This is an optimization exercise on Yosys and OpenROAD, whose aim is small area, a short achievable clock period and few clock cycles, not a production implementation.
In this exercise RTL edits were held to simulation tests only and were not proved equivalent to the original.
Power and IR drop assume default switching activity.

<file path="config.mk">
export PLATFORM = sky130hd
export DESIGN_NAME = DT
export DESIGN_NICKNAME = DT
export VERILOG_FILES = /design/flow/design.v
export SDC_FILE = /design/flow/constraint.sdc
export NUM_CORES = 4
export LEC_CHECK = 0
export CAP_MARGIN = 20
export CORE_MARGIN = 2
export CORE_UTILIZATION = 40
export CTS_BUF_LIST = sky130_fd_sc_hd__clkbuf_8
export CTS_CLUSTER_SIZE = 40
export PLACE_DENSITY = 0.85
export SETUP_SLACK_MARGIN = 2.2
export SLEW_MARGIN = 20
</file>
<file path="constraint.sdc">
create_clock -name core_clock -period 5.0 [get_ports {clk}]
set_input_delay 1.0000 -clock core_clock [delete_from_list [all_inputs] [get_ports {clk}]]
set_output_delay 1.0000 -clock core_clock [all_outputs]
set_load 0.01 [all_outputs]
</file>
<file path="design.v">
`timescale 1ns/10ps
module DT(
	input 			clk,
	input			reset,
	output	reg		done ,
	output	reg		sti_rd ,
	output	reg 	[9:0]	sti_addr ,
	input		[15:0]	sti_di,
	output	reg		res_wr ,
	output	reg		res_rd ,
	output	reg 	[13:0]	res_addr ,
	output		[7:0]	res_do,
	input		[7:0]	res_di,
	output  reg fwpass_finish
	);
localparam OP_INIT  = 3'd0;
localparam OP_W     = 3'd1;    
localparam OP_RD    = 3'd2;    
localparam OP_FETCH = 3'd3;    
localparam OP_F     = 3'd4;    
localparam OP_FIX   = 3'd5;    
localparam OP_DONE  = 3'd6;
reg [2:0] op;
reg       bwd;
reg [1:0] slot;           
reg [5:0] far, mid, near;
reg       vf, vm, vn;
reg [5:0] rdo;
reg       pred;
reg       nb;             
reg       la_any, la_more, la_adj, pos0;
reg [3:0] la_nx;          
assign res_do = {2'b00, rdo};
wire [6:0] arow = res_addr[13:7];
wire [6:0] acol = res_addr[6:0];
wire [3:0] apos = res_addr[3:0];
wire [5:0] di = res_di[5:0];
wire       c_fr = far < rdo;
wire       c_mr = mid < rdo;
wire       c_mf = mid < far;
wire       sel_r = !c_fr && !c_mr;
wire       sel_f = !sel_r && !c_mf;
wire [5:0] mk = sel_r ? rdo : (sel_f ? far : mid);        
wire [5:0] rdo1 = (&rdo) ? rdo : rdo + 6'd1;
wire [5:0] far1 = (&far) ? far : far + 6'd1;
wire [5:0] mid1 = (&mid) ? mid : mid + 6'd1;
wire [5:0] mk1 = sel_r ? rdo1 : (sel_f ? far1 : mid1);
wire [5:0] di1 = di + 6'd1;                              
wire       flt = di < rdo;
wire       fgt = rdo < di;
wire       dlt = flt && (di < far) && (di < mid);
wire [5:0] m1 = dlt ? di1 : mk1;
wire       mz = (mk == 6'd0) || (di == 6'd0);
wire       zks = (vm && mid == 6'd0) || (vn && near == 6'd0);
wire [1:0] s0 = !vm ? 2'd0 : !vn ? 2'd1 : 2'd2;
wire [6:0] rowp1 = arow + 7'd1;
wire [6:0] rowm1 = arow - 7'd1;
wire [6:0] colp1 = acol + 7'd1;
wire [6:0] colp2 = acol + 7'd2;
wire [6:0] colm1 = acol - 7'd1;
wire [6:0] colm2 = acol - 7'd2;
wire [6:0] colps = (s0 == 2'd0) ? acol : (s0 == 2'd1) ? colp1 : colp2;
wire [6:0] colms = (s0 == 2'd0) ? acol : (s0 == 2'd1) ? colm1 : colm2;
wire [15:0] bits;                        
genvar gi;
generate for (gi = 0; gi < 16; gi = gi + 1) begin : g_bits
	assign bits[gi] = sti_di[15-gi];
end endgenerate
wire [3:0] nbi = (op == OP_W) ? apos + 4'd2 : apos;
wire       nb_n = bits[nbi];
wire inter_n = (arow != 7'd0) && (arow != 7'd127) && (acol <= 7'd125);
wire objn = inter_n && nb;
wire [15:0] meff = bits & {bits[14:0], 1'b1};
wire [15:0] msh = {meff[14:0], 1'b0};
wire        refresh = sti_rd;           
integer k;
reg [15:0] below;
always @(*) begin
	for (k = 0; k < 16; k = k + 1) below[k] = refresh || (k < la_nx);
end
wire [15:0] cand = meff & below;
wire [7:0] a1, m1t, i1;
wire [3:0] a2, m2; wire [7:0] i2;
wire [1:0] a3, m3; wire [5:0] i3;
generate for (gi = 0; gi < 8; gi = gi + 1) begin : g_t1
	assign a1[gi] = cand[2*gi+1] | cand[2*gi];
	assign m1t[gi] = cand[2*gi+1] & cand[2*gi];
	assign i1[gi] = cand[2*gi+1];
end endgenerate
generate for (gi = 0; gi < 4; gi = gi + 1) begin : g_t2
	assign a2[gi] = a1[2*gi+1] | a1[2*gi];
	assign m2[gi] = m1t[2*gi+1] | m1t[2*gi] | (a1[2*gi+1] & a1[2*gi]);
	assign i2[2*gi+1] = a1[2*gi+1];
	assign i2[2*gi] = a1[2*gi+1] ? i1[2*gi+1] : i1[2*gi];
end endgenerate
generate for (gi = 0; gi < 2; gi = gi + 1) begin : g_t3
	assign a3[gi] = a2[2*gi+1] | a2[2*gi];
	assign m3[gi] = m2[2*gi+1] | m2[2*gi] | (a2[2*gi+1] & a2[2*gi]);
	assign i3[3*gi+2] = a2[2*gi+1];
	assign i3[3*gi+1:3*gi] = a2[2*gi+1] ? i2[4*gi+3:4*gi+2] : i2[4*gi+1:4*gi];
end endgenerate
wire       s_any = a3[1] | a3[0];
wire       s_more = m3[1] | m3[0] | (a3[1] & a3[0]);
wire [3:0] s_nx = a3[1] ? {1'b1, i3[5:3]} : {1'b0, i3[2:0]};
wire       s_adj = refresh ? (pos0 && meff[15]) : msh[la_nx];
wire       wany = |meff;
reg [2:0] n_op; reg n_bwd; reg [1:0] n_slot;
reg [5:0] n_far, n_mid, n_near; reg n_vf, n_vm, n_vn;
reg [5:0] n_rdo; reg n_pred;
reg [13:0] n_addr; reg n_rd, n_wr, n_srd; reg [9:0] n_saddr; reg n_done, n_fw;
reg mv;                   
reg n_pos0;
reg [2:0] np_op;
reg np_mv, np_one, np_srd, np_done, np_rd, np_wr, np_pos0;
reg [13:0] np_addr;
wire lastw = (sti_addr == 10'd8);
always @(*) begin
	np_op = OP_FETCH; np_mv = 1'b0; np_one = 1'b0; np_srd = 1'b0; np_done = 1'b0;
	np_rd = 1'b0; np_wr = 1'b0; np_addr = res_addr; np_pos0 = pos0;
	if (sti_rd) begin
		if (op == OP_FETCH && !wany) begin
			if (lastw) begin np_op = OP_DONE; np_done = 1'b1; end
			else begin np_srd = 1'b1; np_pos0 = 1'b0; end
		end
	end else if (la_any) begin
		np_mv = 1'b1; np_rd = 1'b1; np_pos0 = (la_nx == 4'd0);
		np_srd = !la_more && !lastw;
		if (la_adj && !zks) begin
			np_op = OP_RD; np_addr = {rowp1, colms};
		end else begin
			np_op = OP_F; np_wr = 1'b1; np_one = 1'b1; np_addr = {sti_addr, la_nx};
		end
	end else if (lastw) begin
		np_op = OP_DONE; np_done = 1'b1;
	end else begin
		np_srd = 1'b1; np_pos0 = 1'b0;
	end
end
wire fix = (op == OP_F) && (res_wr ? flt : fgt);
wire [5:0] rval = (op == OP_F && flt) ? di : rdo;
always @(*) begin
	n_op = op; n_bwd = bwd; n_slot = slot;
	n_far = far; n_mid = mid; n_near = near; n_vf = vf; n_vm = vm; n_vn = vn;
	n_rdo = rdo; n_pred = pred;
	n_addr = res_addr; n_rd = 1'b0; n_wr = 1'b0; n_srd = 1'b0; n_saddr = sti_addr;
	n_done = 1'b0; n_fw = 1'b0; mv = 1'b0; n_pos0 = pos0;
	case (op)
	OP_INIT: begin
		n_bwd = 1'b0; n_op = OP_W; n_wr = 1'b1; n_addr = 14'd0; n_rdo = 6'd0;
		n_saddr = 10'd1; n_vf = 1'b0; n_vm = 1'b0; n_vn = 1'b0;
	end
	OP_W: begin
		if (sti_rd) n_saddr = sti_addr + 10'd1;
		if (res_addr == 14'd16383) begin
			n_op = OP_FETCH; n_bwd = 1'b1; n_srd = 1'b1; n_saddr = 10'd1015;
			n_pred = 1'b1; n_pos0 = 1'b0;
		end else begin
			n_far = mid; n_mid = near; n_vf = vm; n_vm = vn; n_vn = 1'b0;
			if (objn && !(rdo == 6'd0 || zks)) begin
				n_op = OP_RD; n_slot = s0; n_rd = 1'b1;
				n_addr = {rowm1, colps};
			end else begin
				n_op = OP_W; n_wr = 1'b1; n_rdo = {5'd0, objn};
				n_addr = {(acol == 7'd127) ? rowp1 : arow, colp1};
				n_srd = (apos == 4'hd); n_fw = (res_addr == 14'd16382);
			end
		end
	end
	OP_RD: begin
		if (slot == 2'd2) begin
			n_near = di; n_vn = 1'b1;
			n_rdo = m1;
			if (!bwd) begin
				n_op = OP_W; n_wr = 1'b1; n_srd = (apos == 4'hf);
				n_addr = {rowp1, colm1};
			end else begin
				n_op = OP_F; n_rd = 1'b1; n_wr = pred || mz;
				n_addr = {rowm1, colp1};
			end
		end else begin
			if (slot == 2'd0) begin n_far = di; n_vf = 1'b1; end
			else begin n_mid = di; n_vm = 1'b1; end
			n_slot = slot + 2'd1; n_op = OP_RD; n_rd = 1'b1;
			n_addr = {arow, bwd ? colm1 : colp1};
		end
	end
	OP_DONE: begin
		n_done = 1'b1;
	end
	default: begin  
		if (op == OP_F) n_pred = !flt;
		if (fix) begin
			n_op = OP_FIX; n_wr = 1'b1; n_rdo = rval;
		end else begin
			n_op = np_op; n_slot = s0; n_addr = np_addr;
			n_rd = np_rd; n_wr = np_wr; n_srd = np_srd; n_done = np_done;
			n_pos0 = np_pos0; mv = np_mv;
			n_rdo = np_one ? 6'd1 : rval;
			if (np_srd) n_saddr = sti_addr - 10'd1;
			if (np_mv) begin
				n_vn = 1'b0;
				if (la_adj) begin
					n_far = mid; n_mid = near; n_vf = vm; n_vm = vn;
				end else begin
					n_vf = 1'b0; n_vm = 1'b0;
				end
			end
		end
	end
	endcase
end
always @(posedge clk or negedge reset) begin
	if (!reset) begin
		op <= OP_INIT; res_rd <= 1'b0; res_wr <= 1'b0; sti_rd <= 1'b0;
		done <= 1'b0; fwpass_finish <= 1'b0;
	end else begin
		op <= n_op; res_rd <= n_rd; res_wr <= n_wr; sti_rd <= n_srd;
		done <= n_done; fwpass_finish <= n_fw;
	end
end
always @(posedge clk) begin
	bwd <= n_bwd; slot <= n_slot;
	far <= n_far; mid <= n_mid; near <= n_near; vf <= n_vf; vm <= n_vm; vn <= n_vn;
	rdo <= n_rdo; pred <= n_pred; pos0 <= n_pos0;
	res_addr <= n_addr; sti_addr <= n_saddr;
	if (!bwd) begin
		if (op != OP_RD || slot == 2'd2) nb <= nb_n;
	end
	if (bwd && (refresh || mv)) begin
		la_any <= s_any; la_more <= s_more; la_nx <= s_nx; la_adj <= s_adj;
	end
end
endmodule
</file>
<file path="flow/run.sh">
#!/bin/bash
# The standard layout, with the port buffers made from the smallest buffer cell.
set -euo pipefail
bash standard.sh 'BUFFER_PORTS_ARGS=-buffer_cell sky130_fd_sc_hd__buf_1' finish > layout.log 2>&1
</file>
<file path="standard.sh">
#!/bin/bash
# synth_recipe.tcl (not shown) runs the flow's synth.tcl, then flattens the netlist and writes it again
# the make line also repeats each setting of config.mk as NAME=value (left out here)
make -C /OpenROAD-flow-scripts/flow DESIGN_CONFIG=/design/flow/config.mk WORK_HOME=/design/flow/orfs CLKGATE_MAP_FILE= SYNTH_SCRIPT=/design/flow/synth_recipe.tcl "${@:-finish}"
</file>
==> results of run 1 <==
[metrics by stage]
stage / utilization (%) / instance area [um2] / worst slack, ns / hold slack (ns)
3_3_place_gp: 43.1 / 7430 / 1.10 / 0.535
3_5_place_dp: 43.1 / 7430 / 1.07 / 0.545
2_1_floorplan: - / 7120 / 2.14 / 0.518
6_report: 46.9 / 8080 / 2.14 / 0.526
5_1_grt: 46.9 / 8080 / 2.07 / 0.569
4_1_cts: 45.9 / 7920 / 2.15 / 0.530
[cells in the final DEF (no fill, tap or decap), drive strengths merged, types with 14 or more instances in the layout]
master / count
a21oi: 51
buf: 84
edfxtp: 63
ha: 54
inv: 41
mux2i: 25
nand2: 104
nand3: 45
nand4: 18
nor2: 49
nor3: 23
o21ai: 62
xnor2: 26
xor2: 14
[final timing paths]
path,end,slack [ns],cells past startpoint
max in group asynchronous,op[1],4.14,1
min,sti_rd,0.53,1
max,res_addr[11],2.14,12
min in group core_clock,mid[4],0.58,2
max reg2reg,nb,2.22,7
min reg2reg,mid[4],0.58,2
[state kept, by name, indices dropped and copies added (netlist names), 2 cells and up]
register / cells
op: 3
near: 6
slot: 2
mid: 6
sti_addr: 10
res_addr: 14
far: 6
rdo: 6
la_nx: 4
[layer usage]
metal / routed length (um) / GRT usage (%)
met1: 8650 / 29.7
met2: 10300 / 36.2
met3: 2120 / 4.03
met4: 690 / 9.26
met5: 0 / 0
[layout make-up]
cell class / count / share of cell area [%]
Clock inverter: 7 / 0.789
Clock buffer: 9 / 1.53
Timing Repair inverter: 1 / 0.0619
Tap cell: 225 / 3.48
Sequential cell: 71 / 25.9
Timing Repair Buffer: 84 / 6.05
Multi-Input combinational cell: 679 / 59.9
Inverter: 43 / 2.29
[worst max-delay path: stages]
cell and delay [ns]:
buf_6 0.09, buf_8 0.13, inv_12 0.05, ha_4 0.18
nor2b_4 0.11, o21a_1 0.19, o21bai_2 0.21, a21o_1 0.20
and3_4 0.22, o221ai_4 0.14, a211oi_4 0.25, buf_12 0.16
[what timing repair did]
action,CTS,global route
hold endpoints to repair,0,0
gates cloned,1,1
pin swaps,9,11
endpoints found under the setup margin,77,69
setup buffers,16,6
resized for setup,36,22
[power by group through the flow]
stage	logic (uW)	clock network [uW]	registers, uW
6_report	3990	463	1720
5_1_grt	4340	486	1760
4_1_cts	3690	464	1700
3_5_place_dp	3350	0	1720
3_3_place_gp	3230	0	1710
2_1_floorplan	2740	0	1440
[cell families (layout without fill, tap and decap cells)]
kind of cell | Yosys count | count (layout)
AOI/OAI and AO/OA | 231 | 231
and+or+nand+nor | 315 | 316
muxes | 36 | 36
DFF | 71 | 71
xor gates and xnor gates | 40 | 40
buffers and inverters | 90 | 144
other | 1 | 2
adders and majority gates | 54 | 54
==> flow_metrics.tcl, run 1 <==
set metrics [dict create \
    seqCellArea_um2 2090 \
    nFillCells 1616 \
    yosys-top-cells-count "104 x nand2_1, 63 x edfxtp_1, 59 x o21ai_0, 54 x ha_1, 50 x a21oi_1" \
    rows 48 \
    synthArstFlopShare_pct 11.3 \
    gr-total-overflow 0 \
    hold_path_class "input pin to async pin" \
    synth_mux_area_share_pct 6.14 \
    final.setup.tns_ns 0 \
    design.portCount 63 \
    grt_pass1_wl_mm 33.0 \
    nets 969 \
    synth_edf_count 63 \
    syn_avg_cell_area_um2 8.37 \
    synth_top_area_cell "edfxtp_1" \
    synthCells 838 \
    fin_crit_sh_pct 57.2 \
    netSwitchingPower_uw 3160 \
    n_antenna_cell 0 \
    synthFlopType "edfxtp_1" \
    power_density_nw_per_um2 764 \
    internal-power_uw 3010 \
    synth-xor-area-share_pct 4.99 \
    share_clk_of_total_power_pct 7.5 \
    crit_type "input pin to flop" \
    cts_tree "done" \
    viasPerCell 6.39 \
    synth_top_area_share_pct 27.0 \
    wl_per_cell_um 19.5 \
    finalSetupViolCount 0 \
    track_usage_pct 22.4 \
    ys_ff_latch 71 \
    rr_startpoint "op[1]" \
    drt_iter0_drc 980 \
    path_clk_slew_ns 0.08 \
    p_leak_uw 0.00305 \
    seqPwrFrac_pct 27.8 \
    synth.most_common_cell "nand2_1" \
    synth_top_family_by_area "simple AND/OR/NAND/NOR gates" \
    yosys.area_share.simple_pct 22.5 \
    die_x_um 136 \
    dp_cells 1079 \
    synth_fa_ha_area_share_pct 9.63 \
    clock_latency_ns 0.38 \
    layout-drive-gt1-share_pct 13.0 \
    grt_setup_unrepaired "yes" \
    dpl.hpwl_mm 14.9 \
    drc_errors 0 \
    fp.coreArea_um2 17200 \
    p_sw_share_pct 51.2 \
    ir_drop_v 0.000428 \
    wl_mm 21.8 \
    die_area_um2 18600 \
    cp-end-kind "flop" \
    fin_cells 1119 \
    critPathMaxFanout 7 \
    antenna_found_initial 0 \
    syn_to_final_growth_pct 15.3 \
    fp.dieH_um 136 \
    root_buffer "clkbuf_8" \
    slew_headroom_pct 33.8 \
    pwr-share-comb_pct 64.7 \
    portBuffers 58 \
    cts_buffers 9 \
    gp_congestion 0.939 \
    min_period_ns 2.86 \
    start_util_pct 40.7 \
    multi_input_area_um2 4840 \
    ant_nets 0 \
    tightest_slew_ns 0.993 \
    cp-start-kind "input pin" \
    vias 7147 \
    slew_viol_final 0 \
    finalPower_uw 6180 \
    hold_viol 0 \
    cp-startpoint "res_di[1]" \
    grt_pass1_vias 6519 \
    outcome "finished clean" \
    synth_warnings 1 \
    cts-htree-levels 3 \
    clockBufferDepth 2 \
    drv_cap 0 \
    cts_hold_buf 0 \
    synth_area_leaders "edfxtp_1 27%, ha_1 9.6%, nand2_1 5.6%" \
    fmax_mhz 350 \
    ys_seq_area_share_pct 29.8 \
    cp.required_ns 5.10 \
    clock-sinks 71 \
    arrival_ns 2.95 \
    ys_types 76 \
    synth_compound_area_share_pct 21.4 \
    syn_area_um2 7010 \
    finClkSkew_ns 0.0131 \
    grt_start_max_net_pins 27 \
    dr.pass1.iters 6 \
]
Testbench counts, summed over its fixed seeds: cycles 587,452.
==> run 2: changes to the inputs <==
--- a/config.mk
+++ b/config.mk
@@ -11,5 +11,5 @@
 export CTS_BUF_LIST = sky130_fd_sc_hd__clkbuf_8
 export CTS_CLUSTER_SIZE = 40
-export PLACE_DENSITY = 0.85
+export PLACE_DENSITY = 0.9
 export SETUP_SLACK_MARGIN = 2.2
 export SLEW_MARGIN = 20
==> flow_metrics.tcl, run 2 <==
set metrics [dict create \
    cts-htree-levels 3 \
    grt_start_max_net_pins 26 \
    clock-sinks 71 \
    final.setup.tns_ns 0 \
    min_period_ns 2.84 \
    fp.coreArea_um2 17200 \
    reg.largest.list "res_addr x14, sti_addr x10" \
    nFillCells 1581 \
    layout_setup_ws_ns 2.16 \
    cp-end-kind "flop" \
    share_clk_of_total_power_pct 7.4 \
    syn_area_um2 7010 \
    slew_viol_final 0 \
    crit_type "input pin to flop" \
    ant_nets 0 \
    internal-power_uw 3070 \
    critPathMaxFanout 7 \
    synth_edf_count 63 \
    clockBufferDepth 2 \
    dr.pass1.iters 6 \
    drt_iter0_drc 1089 \
    power_density_nw_per_um2 763 \
    hold_viol 0 \
    regToRegSetupSlack_ns 2.18 \
    grt_pass1_vias 6766 \
    synth_warnings 1 \
    synth_top_area_share_pct 27.0 \
    rows 48 \
    cp-endpoint "res_addr[10]" \
    nets 982 \
    seqCellArea_um2 2090 \
    place_ws_ns 1.03 \
    fmax_mhz 352 \
    cts_buffers 9 \
    dpl.hpwl_mm 15.2 \
    slew_headroom_pct 31.0 \
    wl_mm 22.4 \
    cp-startpoint "res_di[1]" \
    finClkSkew_ns 0.00936 \
    gp_congestion 0.964 \
    ir_drop_v 0.000368 \
    layout-drive-gt1-share_pct 14.2 \
    outcome "finished clean" \
    pwr-share-comb_pct 65.4 \
    path_clk_slew_ns 0.08 \
    hold_path_class "input pin to async pin" \
    syn_avg_cell_area_um2 8.37 \
    synthFlopType "edfxtp_1" \
    ys_seq_area_share_pct 29.8 \
    seqPwrFrac_pct 27.1 \
    synth_top_area_cell "edfxtp_1" \
    rr_startpoint "res_addr[1]" \
    viasPerCell 6.45 \
    cts_tree "done" \
    cp.required_ns 5.08 \
    rr_worst_depth 8 \
    finalPower_uw 6250 \
    final_common_cell "nand2_1" \
    synthArstFlopShare_pct 11.3 \
    grt_setup_unrepaired "yes" \
    drc_errors 0 \
    p_sw_share_pct 50.8 \
    regMostFlops "res_addr" \
    fp.dieH_um 136 \
    cp-start-kind "input pin" \
    vias 7298 \
    track_usage_pct 23.5 \
    die_x_um 136 \
    root_buffer "clkbuf_8" \
    multi_input_area_um2 4850 \
    r2r-end "far[4]" \
    final_cell_mix "101 x nand2_1, 63 x edfxtp_1, 57 x o21ai_0, 53 x buf_1, 50 x ha_1" \
    wl_per_cell_um 19.8 \
    grt_pass1_wl_mm 34.3 \
    ys_ff_latch 71 \
    syn_to_final_growth_pct 16.8 \
    holdWs_ns 0.546 \
    synth.most_common_cell "nand2_1" \
    finalSetupViolCount 0 \
    p_leak_uw 0.00311 \
    tightest_slew_ns 1.03 \
    cts_hold_buf 0 \
    gr-total-overflow 0 \
    fin_crit_sh_pct 56.8 \
    synthCells 838 \
    design.portCount 63 \
    ys_types 76 \
    yosys-top-cells-count "104 x nand2_1, 63 x edfxtp_1, 59 x o21ai_0, 54 x ha_1, 50 x a21oi_1" \
    clock_latency_ns 0.37 \
    start_util_pct 40.7 \
    portBuffers 58 \
    antenna_found_initial 0 \
    synth_area_leaders "edfxtp_1 27%, ha_1 9.6%, nand2_1 5.6%" \
    netSwitchingPower_uw 3170 \
    die_area_um2 18600 \
    n_antenna_cell 0 \
    largest_register_ff_count 14 \
    arrival_ns 2.92 \
    drv_cap 0 \
]
==> run 2: cell counts after synthesis <==
No cell type changed its count.
==> run 2: layer usage <==
| metal | track usage, % | up-vias | part of all wire, % |
|---|---|---|---|
| li1 | - | 3249 | - |
| met2 | 39.9 | 536 | 48 |
| met1 | 29.3 | 3417 | 38 |
| met4 | 10.4 | 0 | 3.8 |
| met5 | 0 | - | 0 |
| met3 | 3.84 | 96 | 10 |
==> run 2: per-stage QoR <==
stage          utilization (%)  area [um2]  cells
5_1_grt                   47.5        8190   1132
6_report                  47.5        8190   1132
2_1_floorplan                -        7120    839
3_3_place_gp              43.1        7430   1079
3_5_place_dp              43.1        7430   1079
4_1_cts                   45.9        7920   1112
==> run 2: power groups by stage <==
stage / Combinational, uW / Clock, uW / Sequential [uW]
global placement: 3220 / 0 / 1710
floorplan: 2740 / 0 / 1440
global route: 4420 / 495 / 1730
finish: 4090 / 465 / 1690
CTS: 3690 / 470 / 1700
detailed placement: 3360 / 0 / 1730
==> run 2: worst min-delay path by stage <==
stage                       start             to  slack (ns)  cells after the start
final                       reset  fwpass_finish        0.55                      1
after global routing        reset           done        0.56                      1
after CTS                   reset           done        0.55                      1
after detailed placement  near[0]         mid[0]        0.54                      2
after global placement    near[1]         mid[1]        0.53                      2
after floorplan           near[2]         mid[2]        0.52                      2
==> run 2: kinds of logic after synthesis <==
group | Yosys count | synth area share (%)
AND/OR/NAND/NOR | 315 | 22.5
AO/OA/AOI/OAI | 231 | 21.4
buffers and inverters | 90 | 5.51
flip-flops | 71 | 29.8
adder cells (fa/ha/maj) | 54 | 9.63
XOR/XNOR | 40 | 4.99
multiplexers | 36 | 6.14
other | 1 | 0.0535
==> run 2: worst max-delay path, stage by stage <==
cell and delay [ns]:
buf_6 0.09, buf_8 0.13, inv_12 0.05, ha_4 0.18, nor2b_1 0.12, o21a_1 0.17
o21bai_2 0.20, a21o_1 0.20, and3_4 0.22, o221ai_4 0.14, a211oi_4 0.25, buf_12 0.16
==> run 2: area by class of cell <==
cell class,count,area share [%]
Sequential cell,71,25.6
Multi-Input combinational cell,678,59.2
Timing Repair inverter,1,0.0611
Timing Repair Buffer,98,7.19
Tap cell,225,3.44
Inverter,43,2.26
Clock inverter,6,0.641
Clock buffer,10,1.68
==> run 2: timing repair <==
item,in CTS,in global routing
pin swaps,7,8
buffers inserted,16,20
setup endpoints to repair,79,69
gates resized for setup,38,27
cloned,1,0
==> run 3: changes to the inputs <==
--- a/config.mk
+++ b/config.mk
@@ -11,5 +11,6 @@
 export CTS_BUF_LIST = sky130_fd_sc_hd__clkbuf_8
 export CTS_CLUSTER_SIZE = 40
-export PLACE_DENSITY = 0.9
+export GPL_TIMING_DRIVEN = 0
+export PLACE_DENSITY = 0.75
 export SETUP_SLACK_MARGIN = 2.2
 export SLEW_MARGIN = 20
==> flow_metrics.tcl, run 3 <==
set metrics [dict create \
    cp-end-kind "flop" \
    synth_top_area_cell "edfxtp_1" \
    gr-total-overflow 0 \
    cts_buffers 9 \
    critPathMaxFanout 7 \
    vias 7190 \
    cp-start-kind "input pin" \
    outcome "finished clean" \
    power_density_nw_per_um2 760 \
    synth_top_area_share_pct 27.0 \
    tightest_slew_ns 1.09 \
    synth_compound_area_share_pct 21.4 \
    synthCells 838 \
    cts-htree-levels 3 \
    min_period_ns 2.79 \
    gp_congestion 0.980 \
    synthFlopType "edfxtp_1" \
    hold_path_class "input pin to async pin" \
    finClkSkew_ns 0.0108 \
    syn_avg_cell_area_um2 8.37 \
    cts_tree "done" \
    die_x_um 136 \
    arrival_ns 2.90 \
    routedLengthMet1_mm 9.04 \
    syn_to_final_growth_pct 18.6 \
    fp.dieH_um 136 \
    cp.required_ns 5.11 \
    synth_area_leaders "edfxtp_1 27%, ha_1 9.6%, nand2_1 5.6%" \
    synth_top_family_by_area "simple AND/OR/NAND/NOR gates" \
    antenna_found_initial 0 \
    crit_family "compound AO/OA/AOI/OAI gates" \
    ys_types 76 \
    synthArstFlopShare_pct 11.3 \
    portBuffers 58 \
    grt_pass1_wl_mm 34.1 \
    nFillCells 1629 \
    dpl.hpwl_mm 16.1 \
    worst-path-buf-inv 3 \
    top_layer_used "met4" \
    fin_crit_sh_pct 55.9 \
    synth.most_common_cell "nand2_1" \
    ys_ff_latch 71 \
    synth_edf_count 63 \
    crit_chain "buf_8 > ha_1 > o2111ai_2 > a21oi_1 > a311oi_2 > nand4b_1 > buf_6 > buf_4 > mux2i_1 > o22ai_1" \
    finalSetupViolCount 0 \
    design.portCount 63 \
    reg.largest.list "res_addr x14, sti_addr x10" \
    rows 48 \
    slew_viol_final 0 \
    dpl_cell_area_um2 7620 \
    largest_register_ff_count 14 \
    finalInstanceArea_um2 8320 \
    syn_area_um2 7010 \
    synth-xor-area-share_pct 4.99 \
    die_area_um2 18600 \
    drc_errors 0 \
    dr_wl_met3_mm 1.91 \
    p_leak_uw 0.00318 \
    wl_per_cell_um 18.8 \
    ir_drop_v 0.000399 \
    slew_headroom_pct 27.6 \
    clockBufferDepth 2 \
    final_common_cell "nand2_1" \
    grt_pass1_vias 6585 \
    path_clk_slew_ns 0.08 \
    cp-startpoint "res_di[5]" \
    cp_slowest_cell "a311oi_2" \
    n_antenna_cell 0 \
    nets 1015 \
    clock_latency_ns 0.37 \
    fp.coreArea_um2 17200 \
    start_util_pct 40.7 \
    drt_iter0_drc 779 \
    grt_start_max_net_pins 12 \
    hold_viol 0 \
    crit_path_max_incr_delay_ns 0.36 \
    final.setup.tns_ns 0 \
    clock-sinks 71 \
    synth_warnings 1 \
    rr_startpoint "res_addr[1]" \
    ant_nets 0 \
    yosys-top-cells-count "104 x nand2_1, 63 x edfxtp_1, 59 x o21ai_0, 54 x ha_1, 50 x a21oi_1" \
    ys_seq_area_share_pct 29.8 \
    final_cell_mix "103 x nand2_1, 63 x edfxtp_1, 57 x o21ai_0, 54 x buf_1, 48 x ha_1" \
    root_buffer "clkbuf_8" \
    track_usage_pct 23.4 \
    crit_type "input pin to flop" \
    fmax_mhz 358 \
    wl_mm 21.9 \
    synth_fa_ha_area_share_pct 9.63 \
    cts_hold_buf 0 \
    regMostFlops "res_addr" \
    dr.pass1.iters 6 \
    yosys.area_share.simple_pct 22.5 \
    viasPerCell 6.17 \
    drv_cap 0 \
    grt_setup_unrepaired "yes" \
    layout-drive-gt1-share_pct 13.1 \
    wl_met2_mm 10.4 \
    synth_mux_area_share_pct 6.14 \
]
## run 3: cell types whose count changed in the layout (fill, tap and decap cells not counted), moves of 4 or more
cell      before  now
buf_2          1    7
buf_4         35   26
clkbuf_1       0   30
a21oi_1       43   47
## run 3: cell type report
type                    instances  area [um2]  share of cell area [%]
well taps                     225         282                    3.38
plain buffers                  47         234                    2.81
flip-flops and latches         71        2090                    25.1
multi-input cells             678        4820                    57.9
inverters                      43         174                    2.09
clock buffers                  10         138                    1.65
clock inverters                 6        76.3                   0.917
repair buffers                 85         507                    6.09
## run 3: cells by family (layout without fill, tap and decap cells)
family	after synthesis	in the layout
muxes	36	36
DFF	71	71
and+or+nand+nor	315	315
AOI/OAI and AO/OA	231	231
other	1	2
adders and majority gates	54	54
buffers and inverters	90	191
xor gates and xnor gates	40	40
## run 3: what timing repair did
action | CTS | global route
gates cloned | 0 | 0
setup endpoints to repair | 75 | 62
buffers inserted | 11 | 15
pin swaps | 8 | 9
gates resized for setup | 32 | 27
## run 3: per-stage QoR
stage               hold slack [ns]  utilization, %  total power, uW  worst slack [ns]  std cells
floorplan                     0.518               -             4180              2.14        839
global placement              0.537            44.2             5160              1.29       1122
global route                  0.576            48.3             6760              2.13       1165
detailed placement            0.543            44.2             5240              1.19       1123
finish                        0.546            48.3             6320              2.21       1165
CTS                           0.548            46.8             6020              2.20       1150
## run 3: final timing paths
path	to	slack (ns)	cells past startpoint
setup / recovery	rdo[2]	2.21	10
hold / removal	op[0]	0.55	1
setup reg to reg	far[5]	2.27	10
hold reg to reg	mid[2]	0.57	2
max in group asynchronous	res_wr	4.12	1
min in group core_clock	mid[2]	0.57	2
## run 3: where the power goes
| part | leakage, uW | internal (uW) | switching, uW |
|---|---|---|---|
| combinational | 0.00234 | 1740 | 2600 |
| sequential | 0.000725 | 1140 | 322 |
| clock | 0.000116 | 289 | 239 |
| total | 0.00318 | 3170 | 3160 |
## run 3: layer usage
metal / up-vias / global-route usage (%)
li1: 3327 / -
met1: 3408 / 32.0
met2: 394 / 37.1
met3: 61 / 3.58
met4: 0 / 9.26
met5: - / 0
## run 3: worst register-to-register path: stages, from the launching register on
cell and delay, ns:
edfxtp_1 0.39, buf_4 0.19, ha_1 0.25, and3_1 0.21, clkbuf_1 0.14, and2_1 0.25, or3_1 0.35, a21oi_1 0.26
o21bai_4 0.13, a21oi_2 0.11, buf_4 0.16
==> run 4: changes to the inputs <==
--- a/config.mk
+++ b/config.mk
@@ -11,6 +11,5 @@
 export CTS_BUF_LIST = sky130_fd_sc_hd__clkbuf_8
 export CTS_CLUSTER_SIZE = 40
-export GPL_TIMING_DRIVEN = 0
-export PLACE_DENSITY = 0.75
-export SETUP_SLACK_MARGIN = 2.2
+export PLACE_DENSITY = 0.8
+export SETUP_SLACK_MARGIN = 2.3
 export SLEW_MARGIN = 20
==> flow_metrics.tcl, run 4 <==
set metrics [dict create \
    wl_mm 22.2 \
    root_buffer "clkbuf_8" \
    nets 990 \
    clock_latency_ns 0.38 \
    reg.largest.list "res_addr x14, sti_addr x10" \
    slew_headroom_pct 27.6 \
    synth_area_leaders "edfxtp_1 27%, ha_1 9.6%, nand2_1 5.6%" \
    cp.required_ns 5.06 \
    drt_iter0_drc 896 \
    largest_register_ff_count 14 \
    ys_ff_latch 71 \
    ant_nets 0 \
    rows 48 \
    portBuffers 58 \
    fmax_mhz 351 \
    cts-htree-levels 3 \
    grt_setup_unrepaired "yes" \
    synth_warnings 1 \
    synthArstFlopShare_pct 11.3 \
    n_antenna_cell 0 \
    arrival_ns 2.90 \
    fin_crit_sh_pct 56.9 \
    drv_cap 0 \
    start_util_pct 40.7 \
    clock-sinks 71 \
    synthFlopType "edfxtp_1" \
    gr-total-overflow 0 \
    final_cell_mix "100 x nand2_1, 63 x edfxtp_1, 56 x o21ai_0, 54 x buf_1, 48 x ha_1" \
    syn_avg_cell_area_um2 8.37 \
    die_area_um2 18600 \
    track_usage_pct 23.0 \
    tightest_slew_ns 1.09 \
    cp-start-kind "input pin" \
    critPathMaxFanout 6 \
    synth_top_area_share_pct 27.0 \
    slew_viol_final 0 \
    fp.coreArea_um2 17200 \
    drc_errors 0 \
    fp.dieH_um 136 \
    synthCells 838 \
    crit_type "input pin to flop" \
    syn_area_um2 7010 \
    wl_per_cell_um 19.4 \
    dpl.hpwl_mm 14.9 \
    path_clk_slew_ns 0.08 \
    cts_buffers 9 \
    regMostFlops "res_addr" \
    vias 7137 \
    cts_tree "done" \
    power_density_nw_per_um2 757 \
    ys_seq_area_share_pct 29.8 \
    viasPerCell 6.26 \
    synth_top_area_cell "edfxtp_1" \
    final.setup.tns_ns 0 \
    hold_path_class "input pin to async pin" \
    finClkSkew_ns 0.0116 \
    finalSetupViolCount 0 \
    fin_util_pct 48.7 \
    grt_start_max_net_pins 26 \
    design.portCount 63 \
    hold_viol 0 \
    synth_edf_count 63 \
    grt_pass1_vias 6583 \
    final_common_cell "nand2_1" \
    cp-end-kind "flop" \
    min_period_ns 2.85 \
    ir_drop_v 0.000343 \
    clockBufferDepth 2 \
    outcome "finished clean" \
    die_x_um 136 \
    grt_pass1_wl_mm 33.9 \
    layout-drive-gt1-share_pct 16.4 \
    ys_types 76 \
    dr.pass1.iters 7 \
    syn_to_final_growth_pct 19.7 \
    synth.most_common_cell "nand2_1" \
    p_leak_uw 0.00317 \
    yosys-top-cells-count "104 x nand2_1, 63 x edfxtp_1, 59 x o21ai_0, 54 x ha_1, 50 x a21oi_1" \
    gp_congestion 0.953 \
    antenna_found_initial 0 \
]
[run 4: what timing repair did]
| item | 4_1_cts | 5_1_grt |
|---|---|---|
| gates resized for setup | 42 | 39 |
| buffers inserted | 28 | 15 |
| gates cloned | 1 | 0 |
| endpoints found under the setup margin | 87 | 68 |
| pin swaps | 12 | 13 |
| hold buffers | 0 | 0 |
[run 4: final timing paths]
path                            from  cells after the start  slack, ns     end
hold / removal                 reset                      1       0.53   op[2]
min in group core_clock      near[2]                      2       0.58  mid[2]
hold reg to reg              near[2]                      2       0.58  mid[2]
setup / recovery           res_di[1]                     11       2.15  rdo[4]
setup reg to reg               op[1]                      7       2.23      nb
max in group asynchronous      reset                      1       4.14   op[1]
[run 4: logic make-up after synthesis]
family | count (synthesis) | synth area share, %
buffers and inverters | 90 | 5.51
multiplexers | 36 | 6.14
adder cells (fa/ha/maj) | 54 | 9.63
XOR/XNOR | 40 | 4.99
flip-flops | 71 | 29.8
other | 1 | 0.0535
AND/OR/NAND/NOR | 315 | 22.5
AO/OA/AOI/OAI | 231 | 21.4
[run 4: final cells by class]
cell class / instances / area (um2)
Fill cell: 1582 / 8840
Multi-Input combinational cell: 678 / 4960
Sequential cell: 71 / 2090
Timing Repair Buffer: 106 / 664
Tap cell: 225 / 282
Inverter: 43 / 185
Clock buffer: 9 / 124
Clock inverter: 7 / 87.6
Timing Repair inverter: 1 / 5.00
[run 4: worst max-delay path, cell delays in order]
cell and delay (ns):
buf_1 0.08, buf_6 0.14, buf_6 0.13, ha_4 0.22, o21ai_1 0.11, a21oi_2 0.09
a311oi_2 0.35, nand4b_1 0.17, buf_6 0.16, buf_6 0.13, a41oi_4 0.31
[run 4: power breakdown]
group,leakage [uW],internal (uW),switching (uW)
Combinational,0.00234,1740,2390
Sequential,0.000723,1140,557
Clock,0.000100,276,244
[run 4: per-stage QoR]
step	setup WS (ns)	instances	hold WS [ns]	total power [uW]	area (um2)
global route	2.08	1140	0.562	6780	8400
finish	2.15	1140	0.533	6350	8400
CTS	2.19	1125	0.549	6040	8120
global placement	1.08	1080	0.532	5050	7500
detailed placement	1.07	1080	0.537	5140	7500
floorplan	2.12	839	0.518	4240	7190
[run 4: metal layers]
| layer | up-vias | track usage [%] | routed length (um) | part of all wire, % |
|---|---|---|---|---|
| met3 | 66 | 3.58 | 1910 | 8.6 |
| met1 | 3390 | 30.5 | 9070 | 41 |
| li1 | 3271 | - | - | - |
| met5 | - | 0 | 0 | 0 |
| met2 | 410 | 37.2 | 10500 | 48 |
| met4 | 0 | 9.78 | 644 | 2.9 |
==> run 5: changes to the inputs <==
--- a/config.mk
+++ b/config.mk
@@ -12,4 +12,4 @@
 export CTS_CLUSTER_SIZE = 40
 export PLACE_DENSITY = 0.8
-export SETUP_SLACK_MARGIN = 2.3
+export SETUP_SLACK_MARGIN = 2.25
 export SLEW_MARGIN = 20
==> flow_metrics.tcl, run 5 <==
set metrics [dict create \
    synth_top_area_share_pct 27.0 \
    hold_path_class "input pin to async pin" \
    final_cell_mix "101 x nand2_1, 63 x edfxtp_1, 56 x o21ai_0, 53 x buf_1, 50 x ha_1" \
    drc_errors 0 \
    fin_cells 1129 \
    clock_latency_ns 0.38 \
    outcome "finished clean" \
    gr-total-overflow 0 \
    cts_tree "done" \
    arrival_ns 3.07 \
    start_util_pct 40.7 \
    grt_pass1_wl_mm 33.2 \
    fin_crit_sh_pct 57.2 \
    grt_start_max_net_pins 26 \
    finalSetupViolCount 0 \
    path_clk_slew_ns 0.08 \
    ant_nets 0 \
    final_common_cell "nand2_1" \
    synthFlopType "edfxtp_1" \
    drt_iter0_drc 749 \
    ys_seq_area_share_pct 29.8 \
    dp_cells 1079 \
    cp-end-kind "flop" \
    root_buffer "clkbuf_8" \
    gp_congestion 0.976 \
    hold_viol 0 \
    syn_to_final_growth_pct 17.6 \
    finalPower_uw 6260 \
    cts-htree-levels 3 \
    synth.most_common_cell "nand2_1" \
    design.portCount 63 \
    tightest_slew_ns 1.03 \
    crit_top_cell "buf_6" \
    slew_viol_final 0 \
    n_antenna_cell 0 \
    vias 7106 \
    place_ws_ns 1.01 \
    die_area_um2 18600 \
    synth_top_area_cell "edfxtp_1" \
    dpl.hpwl_mm 15.0 \
    grt_setup_unrepaired "yes" \
    layout_setup_ws_ns 2.14 \
    rr_worst_depth 7 \
    p_leak_uw 0.00312 \
    rr_startpoint "op[1]" \
    syn_avg_cell_area_um2 8.37 \
    finClkSkew_ns 0.0133 \
    die_x_um 136 \
    reg.largest.list "res_addr x14, sti_addr x10" \
    synth_edf_count 63 \
    synth_area_leaders "edfxtp_1 27%, ha_1 9.6%, nand2_1 5.6%" \
    track_usage_pct 22.5 \
    cts_buffers 9 \
    fp.coreArea_um2 17200 \
    yosys-top-cells-count "104 x nand2_1, 63 x edfxtp_1, 59 x o21ai_0, 54 x ha_1, 50 x a21oi_1" \
    crit_path_max_incr_delay_ns 0.38 \
    crit_chain "buf_1 > buf_6 > buf_4 > ha_1 > a21boi_1 > o21ai_1 > a21oi_2 > nand4b_1 > buf_6 > or3_4 > o2111ai_2" \
    antenna_found_initial 0 \
    multi_input_area_um2 4900 \
    seqCellArea_um2 2090 \
    nFillCells 1599 \
    ys_types 76 \
    cts_hold_buf 0 \
    portBuffers 58 \
    layout-drive-gt1-share_pct 14.3 \
    dr.pass1.iters 5 \
    power_density_nw_per_um2 759 \
    crit_type "input pin to flop" \
    regMostFlops "res_addr" \
    synth_warnings 1 \
    grt_pass1_vias 6500 \
    wl_mm 21.5 \
    cp-start-kind "input pin" \
    final.setup.tns_ns 0 \
    ys_ff_latch 71 \
    rows 48 \
    cp_slowest_cell "or3_4" \
    cp.required_ns 5.21 \
    r2r-end "nb" \
    clock-sinks 71 \
    synthArstFlopShare_pct 11.3 \
    slew_headroom_pct 31.1 \
    wl_per_cell_um 19.1 \
    drv_cap 0 \
    min_period_ns 2.86 \
    synthCells 838 \
    regToRegSetupSlack_ns 2.22 \
    ir_drop_v 0.000402 \
    viasPerCell 6.29 \
    syn_area_um2 7010 \
    fmax_mhz 350 \
    largest_register_ff_count 14 \
    clockBufferDepth 2 \
    nets 979 \
    critPathMaxFanout 6 \
    fp.dieH_um 136 \
]
run 5: cell type report:
type / count / share of cell area (%)
clock inverter: 7 / 1.35
clock buffer: 9 / 1.50
tap: 225 / 3.41
multi-input combinational: 679 / 59.4
timing repair inverter: 1 / 0.0607
sequential: 71 / 25.4
timing repair buffer: 94 / 6.65
inverter: 43 / 2.25
run 5: how the worst max path moves through the flow:
| stage | from | endpoint | depth (start not counted) | slack [ns] |
|---|---|---|---|---|
| after floorplan | res_di[1] | res_addr[10] | 9 | 2.12 |
| after global placement | res_di[5] | rdo[5] | 8 | 1.07 |
| after detailed placement | res_di[2] | rdo[5] | 8 | 1.01 |
| after CTS | res_di[1] | res_addr[9] | 12 | 2.18 |
| after global routing | res_di[1] | rdo[1] | 12 | 2.10 |
| final | res_di[1] | rdo[5] | 11 | 2.14 |
run 5: worst max-delay path, delay by kind of cell:
kind	cells	cell delay [ns]
AOI/OAI and AO/OA	4	0.53
adders and majority gates	1	0.29
buffers and inverters	4	0.60
and+or+nand+nor	2	0.65
run 5: stage by stage:
step           hold slack [ns]  util [%]  instance area [um2]
6_report                 0.542      47.8                 8250
5_1_grt                  0.554      47.8                 8250
4_1_cts                  0.542      46.3                 7990
3_5_place_dp             0.535      43.3                 7460
3_3_place_gp             0.533      43.3                 7460
2_1_floorplan            0.518         -                 7160
run 5: cells by family (layout without fill, tap and decap cells):
family / count (synthesis) / after routing / synth area share, %
DFF: 71 / 71 / 29.8
buffers and inverters: 90 / 154 / 5.51
other: 1 / 2 / 0.0535
muxes: 36 / 36 / 6.14
AOI/OAI and AO/OA: 231 / 231 / 21.4
adders and majority gates: 54 / 54 / 9.63
xor gates and xnor gates: 40 / 40 / 4.99
and+or+nand+nor: 315 / 316 / 22.5
run 5: timing repair:
item,in CTS,in global routing
gates resized for setup,38,27
cloned,1,2
setup endpoints to repair,85,69
pin swaps,8,10
buffers inserted,15,16
run 5: layer usage:
| metal | vias up | global-route usage [%] | part of all wire (%) |
|---|---|---|---|
| li1 | 3257 | - | - |
| met1 | 3398 | 30.3 | 42 |
| met2 | 399 | 36.5 | 48 |
| met3 | 52 | 3.73 | 7.8 |
| met4 | 0 | 7.99 | 2.6 |
| met5 | - | 0 | 0 |
run 5: where the power goes:
part           internal (uW)  switching [uW]
registers               1140             547
logic                   1660            2340
clock network            328             243
total                   3130            3130
==> run 6: changes to the inputs <==
--- a/config.mk
+++ b/config.mk
@@ -8,8 +8,8 @@
 export CAP_MARGIN = 20
 export CORE_MARGIN = 2
-export CORE_UTILIZATION = 40
+export CORE_UTILIZATION = 60
 export CTS_BUF_LIST = sky130_fd_sc_hd__clkbuf_8
 export CTS_CLUSTER_SIZE = 40
 export PLACE_DENSITY = 0.8
-export SETUP_SLACK_MARGIN = 2.25
+export SETUP_SLACK_MARGIN = 2.2
 export SLEW_MARGIN = 20
==> flow_metrics.tcl, run 6 <==
set metrics [dict create \
    layout-drive-gt1-share_pct 12.3 \
    clock-sinks 71 \
    rows 39 \
    slew_headroom_pct 37.4 \
    drt_iter0_drc 890 \
    critPathMaxFanout 7 \
    ant_nets 0 \
    min_period_ns 2.77 \
    fp.dieH_um 112 \
    synth_top_area_share_pct 27.0 \
    cp-end-kind "flop" \
    dpl.hpwl_mm 15.3 \
    share_clk_of_total_power_pct 9.5 \
    yosys-top-cells-count "104 x nand2_1, 63 x edfxtp_1, 59 x o21ai_0, 54 x ha_1, 50 x a21oi_1" \
    root_buffer "clkbuf_8" \
    power_density_nw_per_um2 777 \
    slew_viol_final 0 \
    synth_compound_area_share_pct 21.4 \
    cp.required_ns 5.10 \
    syn_area_um2 7010 \
    fin_crit_sh_pct 55.4 \
    grt_setup_unrepaired "yes" \
    crit_path_max_incr_delay_ns 0.28 \
    ir_drop_v 0.000476 \
    cts_hold_buf 0 \
    design.portCount 63 \
    grt_pass1_wl_mm 32.9 \
    final_common_cell "nand2_1" \
    worst-path-buf-inv 3 \
    antenna_found_initial 0 \
    ys_types 76 \
    outcome "finished clean" \
    fin_cells 1039 \
    syn_avg_cell_area_um2 8.37 \
    cp_slowest_cell "ha_4" \
    dr.pass1.iters 6 \
    synth_area_leaders "edfxtp_1 27%, ha_1 9.6%, nand2_1 5.6%" \
    crit_top_cell "nand3_1" \
    fp.coreArea_um2 11400 \
    synthArstFlopShare_pct 11.3 \
    dp_cells 997 \
    wl_mm 21.1 \
    reg.largest.list "res_addr x14, sti_addr x10" \
    cts_tree "done" \
    cp-start-kind "input pin" \
    gr-total-overflow 0 \
    synth_edf_count 63 \
    syn_to_final_growth_pct 14.4 \
    clock_latency_ns 0.37 \
    synth_top_family_by_area "simple AND/OR/NAND/NOR gates" \
    synthFlopType "edfxtp_1" \
    gp_congestion 0.965 \
    wl_per_cell_um 20.4 \
    drv_cap 0 \
    seqPwrFrac_pct 27.2 \
    largest_register_ff_count 14 \
    crit_family "simple AND/OR/NAND/NOR gates" \
    crit_type "input pin to flop" \
    clockBufferDepth 2 \
    drc_errors 0 \
    die_area_um2 12600 \
    fin_util_pct 70.2 \
    final_cell_mix "102 x nand2_1, 63 x edfxtp_1, 59 x o21ai_0, 52 x buf_1, 51 x ha_1" \
    nets 971 \
    grt_start_max_net_pins 25 \
    die_x_um 112 \
    synth_fa_ha_area_share_pct 9.63 \
    pwr-share-comb_pct 63.3 \
    synth_warnings 1 \
    regMostFlops "res_addr" \
    arrival_ns 2.87 \
    netSwitchingPower_uw 3130 \
    synth-xor-area-share_pct 4.99 \
    vias 7032 \
    p_leak_uw 0.00309 \
    path_clk_slew_ns 0.09 \
    start_util_pct 61.4 \
    p_sw_share_pct 50.1 \
    fmax_mhz 361 \
    ys_ff_latch 71 \
    grt_pass1_vias 6583 \
    n_antenna_cell 0 \
    finalSetupViolCount 0 \
    track_usage_pct 32.3 \
    ys_seq_area_share_pct 29.8 \
    cts_buffers 9 \
    finClkSkew_ns 0.0171 \
    cts-htree-levels 3 \
    internal-power_uw 3110 \
    yosys.area_share.simple_pct 22.5 \
    tightest_slew_ns 0.937 \
    portBuffers 58 \
    hold_viol 0 \
    final.setup.tns_ns 0 \
    synth_mux_area_share_pct 6.14 \
    hold_path_class "flop to flop" \
    synthCells 838 \
    crit_chain "buf_6 > inv_2 > ha_4 > nand3_1 > or2_4 > nand3_1 > a21o_1 > and3_4 > o221ai_4 > a211oi_4 > buf_12" \
    synth_top_area_cell "edfxtp_1" \
    viasPerCell 6.77 \
    synth.most_common_cell "nand2_1" \
]
==> run 6: changes by cell type in the layout (fill, tap and decap cells not counted), sizes merged <==
cell	before	now
clkinvlp	3	0
nand2	105	104
buf	94	87
clkinv	4	3
inv	41	44
clkbuf	9	10
==> run 6: final cells by class <==
class                           instances  area (um2)
Clock inverter                          7         128
Clock buffer                            9         124
Multi-Input combinational cell        678        4790
Sequential cell                        71        2090
Timing Repair Buffer                   88         519
Tap cell                              143         179
Inverter                               43         186
Fill cell                             911        3400
==> run 6: worst paths after layout <==
kind,from,endpoint,slack (ns),cells past startpoint
hold / removal,near[1],mid[1],0.57,2
hold reg to reg,near[1],mid[1],0.57,2
max in group asynchronous,reset,op[1],4.02,1
setup / recovery,res_di[5],res_addr[9],2.23,11
setup reg to reg,res_addr[2],res_addr[10],2.27,8
min in group asynchronous,reset,fwpass_finish,0.58,1
==> run 6: power by group through the flow <==
stage	clock network, uW	logic (uW)	registers, uW
after detailed placement	0	3380	1720
after CTS	589	3670	1700
after global routing	615	4270	1740
after global placement	0	3260	1710
final	593	3950	1700
after floorplan	0	2740	1440
==> run 6: kinds of logic after synthesis <==
logic type	after synthesis
xor gates and xnor gates	40
adders and majority gates	54
muxes	36
and+or+nand+nor	315
AOI/OAI and AO/OA	231
buffers and inverters	90
other	1
DFF	71
==> run 6: through the flow <==
| step | power (uW) | cell area [um2] | hold WS, ns | setup slack [ns] |
|---|---|---|---|---|
| floorplan | 4180 | 7120 | 0.518 | 2.14 |
| detailed placement | 5100 | 7330 | 0.543 | 1.09 |
| global route | 6630 | 8020 | 0.557 | 2.15 |
| global placement | 4970 | 7330 | 0.530 | 1.08 |
| CTS | 5950 | 7830 | 0.559 | 2.20 |
| finish | 6240 | 8020 | 0.566 | 2.23 |
==> run 6: per-layer routing <==
metal | part of all wire (%) | track usage, % | wire (um)
met2 | 48 | 53.4 | 10100
met4 | 2.7 | 11.1 | 577
met5 | 0 | 0 | 0
met1 | 40 | 43.5 | 8490
met3 | 9.4 | 5.24 | 1990
==> run 6: repair_timing <==
item                                    4_1_cts  5_1_grt
pin swaps                                     6       10
gates cloned                                  0        0
endpoints found under the hold margin         0        0
buffers inserted                             11       15
resized for setup                            37       17
endpoints found under the setup margin       77       57
==> run 6: worst reg2reg max path, delay by kind of cell, from the launching register on <==
family	cells	cell delay, ns
adder cells (fa/ha/maj)	1	0.33
AO/OA/AOI/OAI	4	0.71
AND/OR/NAND/NOR	3	0.95
flip-flops	1	0.58
==> run 7: changes to the inputs <==
--- a/config.mk
+++ b/config.mk
@@ -8,5 +8,5 @@
 export CAP_MARGIN = 20
 export CORE_MARGIN = 2
-export CORE_UTILIZATION = 60
+export CORE_UTILIZATION = 50
 export CTS_BUF_LIST = sky130_fd_sc_hd__clkbuf_8
 export CTS_CLUSTER_SIZE = 40
==> flow_metrics.tcl, run 7 <==
set metrics [dict create \
    outcome "finished clean" \
    viasPerCell 6.50 \
    grt_pass1_vias 6242 \
    finClkSkew_ns 0.0116 \
    track_usage_pct 27.1 \
    synth_area_leaders "edfxtp_1 27%, ha_1 9.6%, nand2_1 5.6%" \
    slew_viol_final 0 \
    cp.required_ns 5.10 \
    fin_crit_sh_pct 56.2 \
    cts_buffers 9 \
    crit_type "flop to flop" \
    drv_cap 0 \
    antenna_found_initial 0 \
    nFillCells 1170 \
    root_buffer "clkbuf_8" \
    synthCells 838 \
    dpl.hpwl_mm 14.3 \
    ir_drop_v 0.000483 \
    cp_slowest_cell "mux4_2" \
    ys_ff_latch 71 \
    arrival_ns 2.91 \
    cp-start-kind "flop" \
    wl_per_cell_um 19.2 \
    crit_chain "nor2_1 > buf_4 > nand2_4 > inv_8 > xnor2_4 > mux4_2 > mux4_2" \
    ys_types 76 \
    final_common_cell "nand2_1" \
    ys_seq_area_share_pct 29.8 \
    fp.coreArea_um2 13800 \
    final_cell_mix "101 x nand2_1, 63 x edfxtp_1, 56 x o21ai_0, 53 x buf_1, 47 x ha_1" \
    synth-xor-area-share_pct 4.99 \
    drt_iter0_drc 742 \
    grt_pass1_wl_mm 31.7 \
    dr.pass1.iters 5 \
    final.setup.tns_ns 0 \
    cp-end-kind "flop" \
    syn_to_final_growth_pct 16.9 \
    gr-usage-met3_pct 5.48 \
    crit_top_cell "mux4_2" \
    min_period_ns 2.81 \
    syn_area_um2 7010 \
    grt_use_met1_pct 35.8 \
    synth_warnings 1 \
    cts-htree-levels 3 \
    fmax_mhz 356 \
    clock-sinks 71 \
    synth_top_family_by_area "simple AND/OR/NAND/NOR gates" \
    die_area_um2 15000 \
    p_leak_uw 0.00313 \
    layout_setup_ws_ns 2.19 \
    grt_use_met2_pct 43.8 \
    grt_start_max_net_pins 27 \
    regMostFlops "res_addr" \
    die_x_um 122 \
    critPathMaxFanout 16 \
    gr-total-overflow 0 \
    finalPower_uw 6230 \
    power_density_nw_per_um2 760 \
    synth.most_common_cell "nand2_1" \
    start_util_pct 50.9 \
    fp.dieH_um 122 \
    synth_mux_area_share_pct 6.14 \
    synth_fa_ha_area_share_pct 9.63 \
    hold_viol 0 \
    tightest_slew_ns 0.796 \
    synth_top_area_cell "edfxtp_1" \
    finalSetupViolCount 0 \
    crit_path_max_incr_delay_ns 0.55 \
    ant_nets 0 \
    place_ws_ns 0.989 \
    hold_path_class "input pin to async pin" \
    vias 7087 \
    syn_avg_cell_area_um2 8.37 \
    grt-busiest-layer "met2" \
    yosys-top-cells-count "104 x nand2_1, 63 x edfxtp_1, 59 x o21ai_0, 54 x ha_1, 50 x a21oi_1" \
    synth_edf_count 63 \
    clock_latency_ns 0.37 \
    cts_hold_buf 0 \
    synthFlopType "edfxtp_1" \
    cts_tree "done" \
    yosys.area_share.simple_pct 22.5 \
    largest_register_ff_count 14 \
    synth_compound_area_share_pct 21.4 \
    grt_setup_unrepaired "yes" \
    rows 43 \
    synthArstFlopShare_pct 11.3 \
    portBuffers 58 \
    drc_errors 0 \
    path_clk_slew_ns 0.08 \
    slew_headroom_pct 46.8 \
    synth_top_area_share_pct 27.0 \
    nets 985 \
    clockBufferDepth 2 \
    n_antenna_cell 0 \
    reg.largest.list "res_addr x14, sti_addr x10" \
    wl_mm 21.0 \
    gp_congestion 0.943 \
    design.portCount 63 \
    layout-drive-gt1-share_pct 15.1 \
    fin_util_pct 59.5 \
]
==> run 7: cells by family (layout without fill, tap and decap cells) <==
| group | after synthesis | count (layout) |
|---|---|---|
| AOI/OAI and AO/OA | 231 | 231 |
| DFF | 71 | 71 |
| and+or+nand+nor | 315 | 315 |
| adders and majority gates | 54 | 54 |
| buffers and inverters | 90 | 161 |
| muxes | 36 | 36 |
| other | 1 | 2 |
| xor gates and xnor gates | 40 | 40 |
==> run 7: path summary, 6_finish.rpt <==
check / slack, ns / start / cells after the start / endpoint
max: 2.19 / op[1] / 7 / nb
max in group asynchronous: 4.09 / reset / 1 / op[2]
min: 0.55 / reset / 1 / fwpass_finish
min reg2reg: 0.57 / near[2] / 2 / mid[2]
min in group core_clock: 0.57 / near[2] / 2 / mid[2]
max reg2reg: 2.19 / op[1] / 7 / nb
==> run 7: per-layer routing <==
| metal | wire length (um) | part of all wire [%] |
|---|---|---|
| met2 | 9800 | 47 |
| met1 | 8640 | 41 |
| met5 | 0 | 0 |
| met3 | 1890 | 9.0 |
| met4 | 622 | 3.0 |
==> run 7: cell type report <==
class,instances,area (um2),share of cell area (%)
Timing Repair inverter,1,5.00,0.0610
Clock inverter,7,90.1,1.10
Inverter,43,185,2.26
Sequential cell,71,2090,25.5
Timing Repair Buffer,101,611,7.45
Tap cell,180,225,2.75
Multi-Input combinational cell,678,4870,59.3
Clock buffer,9,124,1.51
==> run 7: worst max-delay path: cells and delay by family, from the launching register on <==
| family | cells | cell delay [ns] |
|---|---|---|
| multiplexers | 2 | 1.09 |
| XOR/XNOR | 1 | 0.17 |
| buffers and inverters | 2 | 0.42 |
| AND/OR/NAND/NOR | 2 | 0.32 |
| flip-flops | 1 | 0.53 |
==> run 7: what timing repair did <==
item | CTS | global route
buffers inserted | 13 | 24
setup endpoints to repair | 78 | 67
gates cloned | 1 | 1
gates resized for setup | 37 | 32
pin swaps | 8 | 14
==> run 7: where the power goes <==
group / total (uW) / switching (uW) / internal [uW]
Combinational: 4000 / 2300 / 1700
Sequential: 1720 / 574 / 1140
Clock: 518 / 240 / 278
==> run 7: through the flow <==
stage | cell area [um2] | std cells | hold WS (ns)
3_5_place_dp | 7380 | 1035 | 0.543
3_3_place_gp | 7380 | 1035 | 0.532
2_1_floorplan | 7120 | 839 | 0.518
5_1_grt | 8200 | 1090 | 0.569
4_1_cts | 7870 | 1065 | 0.557
6_report | 8200 | 1090 | 0.551
==> run 8: changes to the inputs <==
--- a/config.mk
+++ b/config.mk
@@ -8,5 +8,5 @@
 export CAP_MARGIN = 20
 export CORE_MARGIN = 2
-export CORE_UTILIZATION = 50
+export CORE_UTILIZATION = 55
 export CTS_BUF_LIST = sky130_fd_sc_hd__clkbuf_8
 export CTS_CLUSTER_SIZE = 40
==> flow_metrics.tcl, run 8 <==
set metrics [dict create \
    gp_congestion 0.947 \
    crit_top_cell "mux4_2" \
    crit_type "flop to flop" \
    grt_pass1_wl_mm 32.6 \
    crit_family "multiplexers" \
    clock-sinks 71 \
    crit_chain "nor2_1 > buf_4 > nand2_4 > inv_8 > xnor2_4 > mux4_2 > mux4_2" \
    syn_avg_cell_area_um2 8.37 \
    seqPwrFrac_pct 27.2 \
    final_cell_mix "102 x nand2_1, 63 x edfxtp_1, 58 x o21ai_0, 52 x buf_1, 49 x ha_1" \
    synth_top_area_share_pct 27.0 \
    arrival_ns 2.87 \
    cp.depth 7 \
    drv_cap 0 \
    reg.largest.list "res_addr x14, sti_addr x10" \
    path_clk_slew_ns 0.08 \
    dr.pass1.iters 6 \
    wl_mm 20.7 \
    fp.dieH_um 117 \
    yosys-top-cells-count "104 x nand2_1, 63 x edfxtp_1, 59 x o21ai_0, 54 x ha_1, 50 x a21oi_1" \
    multi_input_area_um2 4820 \
    n_antenna_cell 0 \
    finalSetupViolCount 0 \
    die_area_um2 13700 \
    final_common_cell "nand2_1" \
    synthFlopType "edfxtp_1" \
    slew_headroom_pct 41.7 \
    die_x_um 117 \
    ys_types 76 \
    regToRegSetupSlack_ns 2.23 \
    track_usage_pct 30.5 \
    dpl.hpwl_mm 14.7 \
    outcome "finished clean" \
    cp_slowest_cell "mux4_2" \
    cp-start-kind "flop" \
    crit_path_max_incr_delay_ns 0.55 \
    grt_start_max_net_pins 25 \
    grt_pass1_vias 6428 \
    hold_path_class "flop to flop" \
    ant_nets 0 \
    pwr-share-comb_pct 63.1 \
    fin_crit_sh_pct 55.3 \
    syn_area_um2 7010 \
    rr_worst_depth 7 \
    synthArstFlopShare_pct 11.3 \
    synth.most_common_cell "nand2_1" \
    nets 970 \
    min_period_ns 2.77 \
    cp.required_ns 5.10 \
    r2r-end "nb" \
    p_sw_share_pct 49.4 \
    seqCellArea_um2 2090 \
    grt_setup_unrepaired "yes" \
    cts-htree-levels 3 \
    finClkSkew_ns 0.0121 \
    cp-endpoint "nb" \
    gr-total-overflow 0 \
    wl_per_cell_um 19.4 \
    final.setup.tns_ns 0 \
    drt_iter0_drc 940 \
    clock_latency_ns 0.37 \
    ir_drop_v 0.000489 \
    synth_top_area_cell "edfxtp_1" \
    p_leak_uw 0.00308 \
    ys_seq_area_share_pct 29.8 \
    fin_util_pct 64.6 \
    cts_tree "done" \
    synth_warnings 1 \
    rr_startpoint "op[2]" \
    tightest_slew_ns 0.874 \
    clockBufferDepth 2 \
    fmax_mhz 361 \
    synthCells 838 \
    design.portCount 63 \
    ys_ff_latch 71 \
    cp-end-kind "flop" \
    root_buffer "clkbuf_8" \
    viasPerCell 6.61 \
    slew_viol_final 0 \
    cp-startpoint "op[2]" \
    nFillCells 1034 \
    share_clk_of_total_power_pct 9.7 \
    synth_area_leaders "edfxtp_1 27%, ha_1 9.6%, nand2_1 5.6%" \
    synth_edf_count 63 \
    antenna_found_initial 0 \
    vias 7057 \
    rows 41 \
    power_density_nw_per_um2 776 \
    portBuffers 58 \
    hold_viol 0 \
    syn_to_final_growth_pct 15.3 \
    worst-path-buf-inv 2 \
    layout-drive-gt1-share_pct 12.6 \
    largest_register_ff_count 14 \
    start_util_pct 56.0 \
    fp.coreArea_um2 12500 \
    internal-power_uw 3170 \
    critPathMaxFanout 16 \
    netSwitchingPower_uw 3100 \
    drc_errors 0 \
    cts_buffers 9 \
    regMostFlops "res_addr" \
]
[run 8: worst register-to-register path, stage by stage (launching register included)]
cell,delay [ns]
dfrtp_2,0.53
nor2_1,0.13
buf_4,0.22
nand2_4,0.17
inv_8,0.21
xnor2_4,0.18
mux4_2,0.55
mux4_2,0.51
[run 8: metrics by stage]
| stage | power [uW] | worst slack, ns | instance area (um2) | cells | hold WS [ns] |
|---|---|---|---|---|---|
| 2_1_floorplan | 4180 | 2.14 | 7120 | 839 | 0.518 |
| 3_3_place_gp | 5010 | 1.33 | 7370 | 1027 | 0.538 |
| 3_5_place_dp | 5080 | 1.27 | 7370 | 1027 | 0.542 |
| 4_1_cts | 5950 | 2.10 | 7850 | 1053 | 0.567 |
| 5_1_grt | 6690 | 2.12 | 8090 | 1067 | 0.593 |
| 6_report | 6280 | 2.23 | 8090 | 1067 | 0.562 |
[run 8: cell type report]
cell class / count / area share, %
multi-input cells: 678 / 59.6
flip-flops and latches: 71 / 25.9
repair buffers: 87 / 6.39
well taps: 172 / 2.66
inverters: 43 / 2.24
clock inverters: 7 / 1.70
clock buffers: 9 / 1.53
[run 8: layer usage]
layer / GRT usage [%] / wire [um] / vias to the layer above
met2: 48.9 / 9610 / 412
met4: 11.7 / 680 / 0
met1: 41.8 / 8530 / 3335
li1: - / - / 3237
met5: 0 / 0 / -
met3: 4.99 / 1920 / 73
[run 8: worst min path at each step]
stage / end / cells after the start / start / slack (ns)
after floorplan: mid[2] / 2 / near[2] / 0.52
after global placement: mid[1] / 2 / near[1] / 0.54
after detailed placement: mid[1] / 2 / near[1] / 0.54
after CTS: mid[1] / 2 / near[1] / 0.57
after global routing: mid[2] / 2 / near[2] / 0.59
final: mid[2] / 2 / near[2] / 0.56
[run 8: logic make-up after synthesis]
group,synth area share [%]
and+or+nand+nor,22.5
AOI/OAI and AO/OA,21.4
buffers and inverters,5.51
DFF,29.8
adders and majority gates,9.63
xor gates and xnor gates,4.99
muxes,6.14
other,0.0535
[run 8: power groups by stage]
| stage | Sequential (uW) | Combinational (uW) | Clock, uW |
|---|---|---|---|
| floorplan | 1440 | 2740 | 0 |
| CTS | 1700 | 3630 | 615 |
| global route | 1740 | 4310 | 639 |
| detailed placement | 1730 | 3350 | 0 |
| finish | 1710 | 3960 | 611 |
| global placement | 1730 | 3290 | 0 |
[run 8: timing repair]
| action | in CTS | in global routing |
|---|---|---|
| resized for setup | 33 | 27 |
| hold buffers | 0 | 0 |
| pin swaps | 4 | 10 |
| gates cloned | 0 | 1 |
| endpoints found under the setup margin | 78 | 57 |
| buffers inserted | 10 | 13 |

[what the ideal ports hide]
Ports are ideal in the flow. The routed layouts listed here were re-timed in OpenROAD. Step 1 (the two cells are an assumption about what drives the block):
set clk [get_ports {clk}]
set_driving_cell -lib_cell sky130_fd_sc_hd__clkbuf_16 $clk
set_driving_cell -lib_cell sky130_fd_sc_hd__buf_2 [delete_from_list [all_inputs] $clk]
Step 2 adds t to the input delays and takes it off the output delays; t is the mean of the earliest and latest rising clock arrival at the registers after step 1. Input paths then give back, and output paths get back, about the clock's delay inside the block. a / b / c = ideal / step 1 / step 2; a / b = the first two.
run	shift t [ns]	setup slack, ns	latest minus earliest clock arrival (ns)	cell pins on the clock port's net
run 1	0.409	2.140 / 2.144 / 1.735	0.013 / 0.013	1
run 2	0.403	2.159 / 2.168 / 1.764	0.009 / 0.009	1
run 3	0.404	2.206 / 2.202 / 1.798	0.011 / 0.011	1
run 4	0.407	2.153 / 2.166 / 1.759	0.011 / 0.012	1
run 5	0.407	2.142 / 2.160 / 1.752	0.013 / 0.013	1
run 6	0.397	2.230 / 2.225 / 1.828	0.018 / 0.018	1
run 7	0.408	2.188 / 2.188 / 1.798	0.012 / 0.012	1
run 8	0.399	2.233 / 2.233 / 1.853	0.012 / 0.013	1
After both steps setup and hold are still met in every run listed. For run 3, which loses most, drivers alone change the setup slack by -0.004 ns; drivers and shift together by -0.408 ns.
